This is an optimization exercise on Yosys and OpenROAD, whose aim is small area, a short achievable clock period and few clock cycles per item, not a production implementation.
RTL that was checked went through simulation tests only; none was proved equivalent to the original.

## job 101
==> flow/design.v <==
`timescale 1ns/1ps
module average #(
    parameter int NOF_BITS = 32
) (
    input  logic                clk,
    input  logic                rst_n,
    input  logic                start,
    input  logic                data_first,
    input  logic                data_last,
    input  logic [NOF_BITS-1:0] data_in,
    output logic [NOF_BITS:0]   data_out,
    output logic                busy,
    output logic                TO,
    output logic                done
);
    localparam int W = NOF_BITS;
    localparam int TIMEOUT_LIMIT = 10;
    logic       acc;       
    logic       v;         
    logic       div;       
    logic       sub;       
    logic       lead;      
    logic [4:0] cnt;       
    logic [W:0]   x;       
    logic [W-1:0] b;       
    logic [W-1:0] y;       
    wire waiting  = busy & ~acc & ~v & ~div;
    wire take     = acc | (waiting & data_first);
    wire to_now   = waiting & ~data_first & (cnt == 5'(TIMEOUT_LIMIT - 1));
    wire fin      = v & ~acc;                  
    wire sum_on   = v & acc;                   
    wire div_last = div & (&cnt);
    wire skip     = lead & ~|x[1:0] & ~|y[W-1:W-3] & ~&cnt[4:2];
    wire [W:0] sum = x + {sub, b} + (W+1)'(sub);
    wire       q   = ~sum[W];                  
    always_ff @(posedge clk) begin
        if (skip)
            x <= {{W{1'b0}}, y[W-4]};
        else if (div)
            x <= {sum[W-1:0], y[W-1]};
        else if (fin)
            x <= {{(W-1){1'b0}}, sum[W:W-1]};
        else if (sum_on)
            x <= sum;
        else
            x <= '0;
        if (skip)
            y <= {y[W-5:0], 4'b0};
        else if (div)
            y <= {y[W-2:0], q};
        else if (fin)
            y <= {sum[W-2:0], 1'b0};
        else
            y <= acc ? y + 1'b1 : W'(1);
        if (fin)
            b <= ~y;
        else if (div)
            b <= b ^ {W{~skip & (q ^ sub)}};
        else
            b <= data_in;
    end
    always_ff @(posedge clk or negedge rst_n) begin
        if (!rst_n) begin
            busy     <= 1'b0;
            acc      <= 1'b0;
            v        <= 1'b0;
            div      <= 1'b0;
            sub      <= 1'b0;
            lead     <= 1'b0;
            cnt      <= '0;
            TO       <= 1'b0;
            done     <= 1'b0;
            data_out <= '0;
        end else begin
            TO   <= to_now;
            done <= div_last;
            v    <= take;
            if (!busy) begin
                busy <= start;
                cnt  <= '0;
            end else begin
                if (to_now | div_last) busy <= 1'b0;
                cnt <= fin ? '0 : cnt + (skip ? 5'd4 : 5'd1);
                if (take) acc <= ~data_last;
                div <= fin | (div & ~div_last);
            end
            if (fin)
                sub <= 1'b1;
            else if (div_last)
                sub <= 1'b0;
            else if (div & ~skip)
                sub <= q;
            lead <= fin | skip;
            if (div_last) data_out <= {1'b0, y[W-2:0], q};
        end
    end
endmodule
export LEC_CHECK = 0
export CAP_MARGIN = 20
export CORE_MARGIN = 2
export CORE_UTILIZATION = 40
export CTS_BUF_LIST = sky130_fd_sc_hd__clkbuf_8
export SETUP_SLACK_MARGIN = 3.2
export SLEW_MARGIN = 20
create_clock -name core_clock -period 6.0 [get_ports {clk}]
standard.sh (not shown) runs the stock make flow with config.mk's settings and CLKGATE_MAP_FILE= SYNTH_SCRIPT=/design/flow/synth_recipe.tcl, a recipe that flattens the netlist after the stock synthesis.
==> flow/flow/run.sh <==
#!/bin/bash
# The standard layout, except that the port buffers are the smallest
# plain buffer (buf_1) rather than the delay buffer buffer_ports picks by
# default; the resizer still upsizes any of them that timing needs.
set -euo pipefail
export BUFFER_PORTS_ARGS="-buffer_cell sky130_fd_sc_hd__buf_1"
bash standard.sh > standard_flow.log 2>&1
Job 101: done, clean on timing, DRC and antenna
> inputs changed (job 101 -> job 102)
--- a/flow/design.v
+++ b/flow/design.v
@@ -18,8 +18,6 @@
     logic       acc;       
     logic       v;         
     logic       div;       
-    logic       sub;       
-    logic       lead;      
     logic [4:0] cnt;       
     logic [W:0]   x;       
     logic [W-1:0] b;       
@@ -30,33 +28,33 @@
     wire fin      = v & ~acc;                  
     wire sum_on   = v & acc;                   
     wire div_last = div & (&cnt);
-    wire skip     = lead & ~|x[1:0] & ~|y[W-1:W-3] & ~&cnt[4:2];
-    wire [W:0] sum = x + {sub, b} + (W+1)'(sub);
-    wire       q   = ~sum[W];                  
+    wire [4:0] x8 = {x[1:0], y[W-1:W-3]};
+    wire [4:0] n5 = ~b[4:0];
+    wire skip     = div & ~|x[W:2] & ~&cnt[4:2] & (~&b[W-1:5] | (x8 < n5));
+    wire [W+1:0] sum = {1'b0, x} + {1'b0, div, b} + (W+2)'(div);
+    wire         ge  = sum[W+1];               
     always_ff @(posedge clk) begin
         if (skip)
-            x <= {{W{1'b0}}, y[W-4]};
+            x <= {{(W-5){1'b0}}, x[1:0], y[W-1:W-4]};
         else if (div)
-            x <= {sum[W-1:0], y[W-1]};
+            x <= {ge ? sum[W-1:0] : x[W-1:0], y[W-1]};
         else if (fin)
             x <= {{(W-1){1'b0}}, sum[W:W-1]};
         else if (sum_on)
-            x <= sum;
+            x <= sum[W:0];
         else
             x <= '0;
         if (skip)
             y <= {y[W-5:0], 4'b0};
         else if (div)
-            y <= {y[W-2:0], q};
+            y <= {y[W-2:0], ge};
         else if (fin)
             y <= {sum[W-2:0], 1'b0};
         else
             y <= acc ? y + 1'b1 : W'(1);
         if (fin)
             b <= ~y;
-        else if (div)
-            b <= b ^ {W{~skip & (q ^ sub)}};
-        else
+        else if (!div)
             b <= data_in;
     end
     always_ff @(posedge clk or negedge rst_n) begin
@@ -65,8 +63,6 @@
             acc      <= 1'b0;
             v        <= 1'b0;
             div      <= 1'b0;
-            sub      <= 1'b0;
-            lead     <= 1'b0;
             cnt      <= '0;
             TO       <= 1'b0;
             done     <= 1'b0;
@@ -84,14 +80,7 @@
                 if (take) acc <= ~data_last;
                 div <= fin | (div & ~div_last);
             end
-            if (fin)
-                sub <= 1'b1;
-            else if (div_last)
-                sub <= 1'b0;
-            else if (div & ~skip)
-                sub <= q;
-            lead <= fin | skip;
-            if (div_last) data_out <= {1'b0, y[W-2:0], q};
+            if (div_last) data_out <= {1'b0, y[W-2:0], ge};
         end
     end
 endmodule
==> comparison <==
For job 101, the capture point of the critical path was b[2], unlike job 102, where it was y[23].
Taking job 101 as the reference, in job 102 register bit total from synthesis now smaller, non-clock buffer contribution to total cell area shows a reduction of 0.87 points, global-route wire length before repair now larger.
Final net count on job 102 is up relative to job 101.
The higher number of vias per cell of job 102 and job 101 is in job 101.
Testbench counts of job 102, summed over its fixed seeds: cycles 66,598, items 1,600.
No functional check of the RTL was part of job 101.

run H:
Starts from the design.v that is shown in full above.
export LEC_CHECK = 0
export CAP_MARGIN = 20
export CORE_MARGIN = 2
export CORE_UTILIZATION = 40
export CTS_BUF_LIST = sky130_fd_sc_hd__clkbuf_8
export SETUP_SLACK_MARGIN = 3.0
export SLEW_MARGIN = 20
create_clock -name core_clock -period 6.0 [get_ports {clk}]
Scripts as last shown in full above: flow/flow/run.sh
[inputs] run K vs run H
==> flow/design.v <==
`timescale 1ns/1ps
module average #(
    parameter int NOF_BITS = 32
) (
    input  logic                clk,
    input  logic                rst_n,
    input  logic                start,
    input  logic                data_first,
    input  logic                data_last,
    input  logic [NOF_BITS-1:0] data_in,
    output logic [NOF_BITS:0]   data_out,
    output logic                busy,
    output logic                TO,
    output logic                done
);
    localparam int W = NOF_BITS;
    localparam int TIMEOUT_LIMIT = 10;
    logic       acc;       
    logic       v;         
    logic       div;       
    logic [4:0] cnt;       
    logic [W:0]   x;       
    logic [W-1:0] b;       
    logic [W-1:0] y;       
    wire waiting  = busy & ~acc & ~v & ~div;
    wire take     = acc | (waiting & data_first);
    wire to_now   = waiting & ~data_first & (cnt == 5'(TIMEOUT_LIMIT - 1));
    wire fin      = v & ~acc;                  
    wire sum_on   = v & acc;                   
    wire div_last = div & (&cnt);
    wire [4:0] x8 = {x[1:0], y[W-1:W-3]};
    wire [4:0] n5 = ~b[4:0];
    wire skip     = div & ~|x[W:2] & ~&cnt[4:2] & (~&b[W-1:5] | (x8 < n5));
    wire [W+1:0] sum = {1'b0, x} + {1'b0, div, b} + (W+2)'(div);
    wire         ge  = sum[W+1];               
    always_ff @(posedge clk) begin
        if (skip)
            x <= {{(W-5){1'b0}}, x[1:0], y[W-1:W-4]};
        else if (div)
            x <= {ge ? sum[W-1:0] : x[W-1:0], y[W-1]};
        else if (fin)
            x <= {{(W-1){1'b0}}, sum[W:W-1]};
        else if (sum_on)
            x <= sum[W:0];
        else
            x <= '0;
        if (skip)
            y <= {y[W-5:0], 4'b0};
        else if (div)
            y <= {y[W-2:0], ge};
        else if (fin)
            y <= {sum[W-2:0], 1'b0};
        else
            y <= acc ? y + 1'b1 : W'(1);
        if (fin)
            b <= ~y;
        else if (!div)
            b <= data_in;
    end
    always_ff @(posedge clk or negedge rst_n) begin
        if (!rst_n) begin
            busy     <= 1'b0;
            acc      <= 1'b0;
            v        <= 1'b0;
            div      <= 1'b0;
            cnt      <= '0;
            TO       <= 1'b0;
            done     <= 1'b0;
            data_out <= '0;
        end else begin
            TO   <= to_now;
            done <= div_last;
            v    <= take;
            if (!busy) begin
                busy <= start;
                cnt  <= '0;
            end else begin
                if (to_now | div_last) busy <= 1'b0;
                cnt <= fin ? '0 : cnt + (skip ? 5'd4 : 5'd1);
                if (take) acc <= ~data_last;
                div <= fin | (div & ~div_last);
            end
            if (div_last) data_out <= {1'b0, y[W-2:0], ge};
        end
    end
endmodule
==> comparison <==
Run K against run H: count of inserted tapcells higher; post-place setup slack higher.
Run H leaves less setup margin than run K.
From run H to run K the numbers moved as follows: hold slack has decreased.
[run K] number of logic stages on the critical path including buffering fell 3 relative to run H
Run K ended with more count of mapped cells out of synthesis than run H.
Compare run H and run K | area growth from synthesis to layout higher: run H
Compared with run H, run K shows wire length the detailed router placed on met1 lower by 1.4%.
Testbench counts of run K, summed over its fixed seeds: cycles 66,598, items 1,600.
Only the layout flow was run in run H; the RTL was not checked for function there.

Setup of run a:
average, a different RTL version from the one above (not shown whole).
Size: about 140 flip-flops, about 73 I/O pins, roughly 8700 sq um of cells after synthesis.
==> module average, before the edit <==
module average #(
    parameter int NOF_BITS = 32
) (
    input  logic                clk,
    input  logic                rst_n,
    input  logic                start,
    input  logic                data_first,
    input  logic                data_last,
    input  logic [NOF_BITS-1:0] data_in,
    output logic [NOF_BITS:0]   data_out,
    output logic                busy,
    output logic                TO,
    output logic                done
);
    localparam int W = NOF_BITS;
    localparam int TIMEOUT_LIMIT = 10;
    logic       acc;       
    logic       v;         
    logic       div;       
    logic [4:0] cnt;       
    logic [W:0]   x;       
    logic [W-1:0] b;       
    logic [W-1:0] y;       
    wire waiting  = busy & ~acc & ~v & ~div;
    wire take     = acc | (waiting & data_first);
    wire to_now   = waiting & ~data_first & (cnt == 5'(TIMEOUT_LIMIT - 1));
    wire fin      = v & ~acc;                  
    wire sum_on   = v & acc;                   
    wire div_last = div & (&cnt);
    wire skip     = div & ~|x & ~|y[W-1:W-3] & ~&cnt[4:2];
    wire [W+1:0] sum = {1'b0, x} + {1'b0, div, b};
    wire         ge  = sum[W+1];               
    always_ff @(posedge clk) begin
        if (skip)
            x <= {{W{1'b0}}, y[W-4]};
        else if (div)
            x <= {ge ? sum[W-1:0] : x[W-1:0], y[W-1]};
        else if (fin)
            x <= {{(W-1){1'b0}}, sum[W:W-1]};
        else if (sum_on)
            x <= sum[W:0];
        else
            x <= '0;
        if (skip)
            y <= {y[W-5:0], 4'b0};
        else if (div)
            y <= {y[W-2:0], ge};
        else if (fin)
            y <= {sum[W-2:0], 1'b0};
        else
            y <= acc ? y + 1'b1 : '0;
        if (fin)
            b <= ~y;                           
        else if (!div)
            b <= data_in;
    end
    always_ff @(posedge clk or negedge rst_n) begin
        if (!rst_n) begin
            busy     <= 1'b0;
            acc      <= 1'b0;
            v        <= 1'b0;
            div      <= 1'b0;
            cnt      <= '0;
            TO       <= 1'b0;
            done     <= 1'b0;
            data_out <= '0;
        end else begin
            TO   <= to_now;
            done <= div_last;
            v    <= take;
            if (!busy) begin
                busy <= start;
                cnt  <= '0;
            end else begin
                if (to_now | div_last) busy <= 1'b0;
                cnt <= fin ? '0 : cnt + (skip ? 5'd4 : 5'd1);
                if (take) acc <= ~data_last;
                div <= fin | (div & ~div_last);
            end
            if (div_last) data_out <= {1'b0, y[W-2:0], ge};
        end
    end
endmodule
Settings: LEC_CHECK=0, CAP_MARGIN=20, CORE_MARGIN=2, CORE_UTILIZATION=40, CTS_BUF_LIST=sky130_fd_sc_hd__clkbuf_8, SETUP_SLACK_MARGIN=3.2, SLEW_MARGIN=20; clock period 6.0 ns.
Scripts as last shown in full above: flow/flow/run.sh
Run a closes out successfully: all stages finished, all timing, DRC and antenna checks passed.
The following lists how run b was set up differently from run a:
-- flow/design.v --
<<< run a, line 29
    wire sum_on   = v & acc;                   
    wire div_last = div & (&cnt);
    wire skip     = div & ~|x & ~|y[W-1:W-3] & ~&cnt[4:2];
    wire [W+1:0] sum = {1'b0, x} + {1'b0, div, b};
    wire         ge  = sum[W+1];               
    always_ff @(posedge clk) begin
        if (skip)
            x <= {{W{1'b0}}, y[W-4]};
        else if (div)
            x <= {ge ? sum[W-1:0] : x[W-1:0], y[W-1]};
>>> run b, line 29
    wire sum_on   = v & acc;                   
    wire div_last = div & (&cnt);
    wire x_le1    = ~|x[W:1];
    wire n_ge8    = ~&b[W-1:3];
    wire n_ge16   = ~&b[W-1:4];
    wire skip     = div & x_le1 & ~&cnt[4:2]
                  & (x[0] ? n_ge16 : (n_ge8 | ~|y[W-1:W-3]));
    wire [W+1:0] sum = {1'b0, x} + {1'b0, div, b} + (W+2)'(div);
    wire         ge  = sum[W+1];               
    always_ff @(posedge clk) begin
        if (skip)
            x <= {{(W-4){1'b0}}, x[0], y[W-1:W-4]};
        else if (div)
            x <= {ge ? sum[W-1:0] : x[W-1:0], y[W-1]};
<<< run a, line 50
            y <= {sum[W-2:0], 1'b0};
        else
            y <= acc ? y + 1'b1 : '0;
        if (fin)
            b <= ~y;                           
        else if (!div)
            b <= data_in;
>>> run b, line 54
            y <= {sum[W-2:0], 1'b0};
        else
            y <= acc ? y + 1'b1 : W'(1);
        if (fin)
            b <= ~y;
        else if (!div)
            b <= data_in;
Findings:
- Compared with run a, in run b met3 layer usage reported by global route lost 0.59 points, number of cells traversed by the worst register-to-register path now sits higher, count of clock buffers in the final design shows a reduction of 3.
- As far as number of buffers added by the clock tree synthesis step goes, run b and run a are indistinguishable; the numbers are identical.
- When run b is measured against run a, its area of the core turns out about 3.4% lower.
- Diff run a -> run b: adder and majority gate portion of the synthesized area grew by 0.28 points, final area shrank by 33 sq um, synthesized area shrank by 280 sq um.
- Across both runs, filler cell count was lower for run b than for run a.
- Run a vs run b, origin of the worst setup path: b[20] vs div
- Run b went all the way through synthesis, placement and routing and the layout is clean on timing, DRC and antenna.
No run of this note included a check of the RTL's function; only the layout flow was run.

-- static timing again, ports no longer ideal --
The flow's constraints put no driver on any port. The routed layouts listed below were extracted and timed again, unchanged, in two steps. Step 1 (the two cells are an assumption about what drives the block):
set clk [get_ports {clk}]
set_driving_cell -lib_cell sky130_fd_sc_hd__clkbuf_16 $clk
set_driving_cell -lib_cell sky130_fd_sc_hd__buf_2 [delete_from_list [all_inputs] $clk]
Step 2 adds t to the input delays and takes it off the output delays; t is the mean of the earliest and latest rising clock arrival at the registers after step 1. Input paths then give back, and output paths get back, about the clock's delay inside the block. a / b / c = ideal ports / drivers / drivers and shift; a / b = the first two.
| run | t (ns) | setup WS [ns] | worst register clock-pin slew, ns |
|---|---|---|---|
| job 101 | 0.512 | 2.909 / 2.909 / 2.909 | 0.10 / 0.10 |
| job 102 | 0.488 | 3.078 / 3.078 / 3.078 | 0.09 / 0.09 |
| run H | 0.503 | 2.940 / 2.940 / 2.940 | 0.10 / 0.10 |
| run K | 0.483 | 3.088 / 3.088 / 3.088 | 0.09 / 0.09 |
| run a | 0.499 | 3.168 / 3.168 / 3.168 | 0.09 / 0.09 |
| run b | 0.481 | 2.670 / 2.670 / 2.670 | 0.09 / 0.09 |
After both steps setup and hold are still met in every run listed.
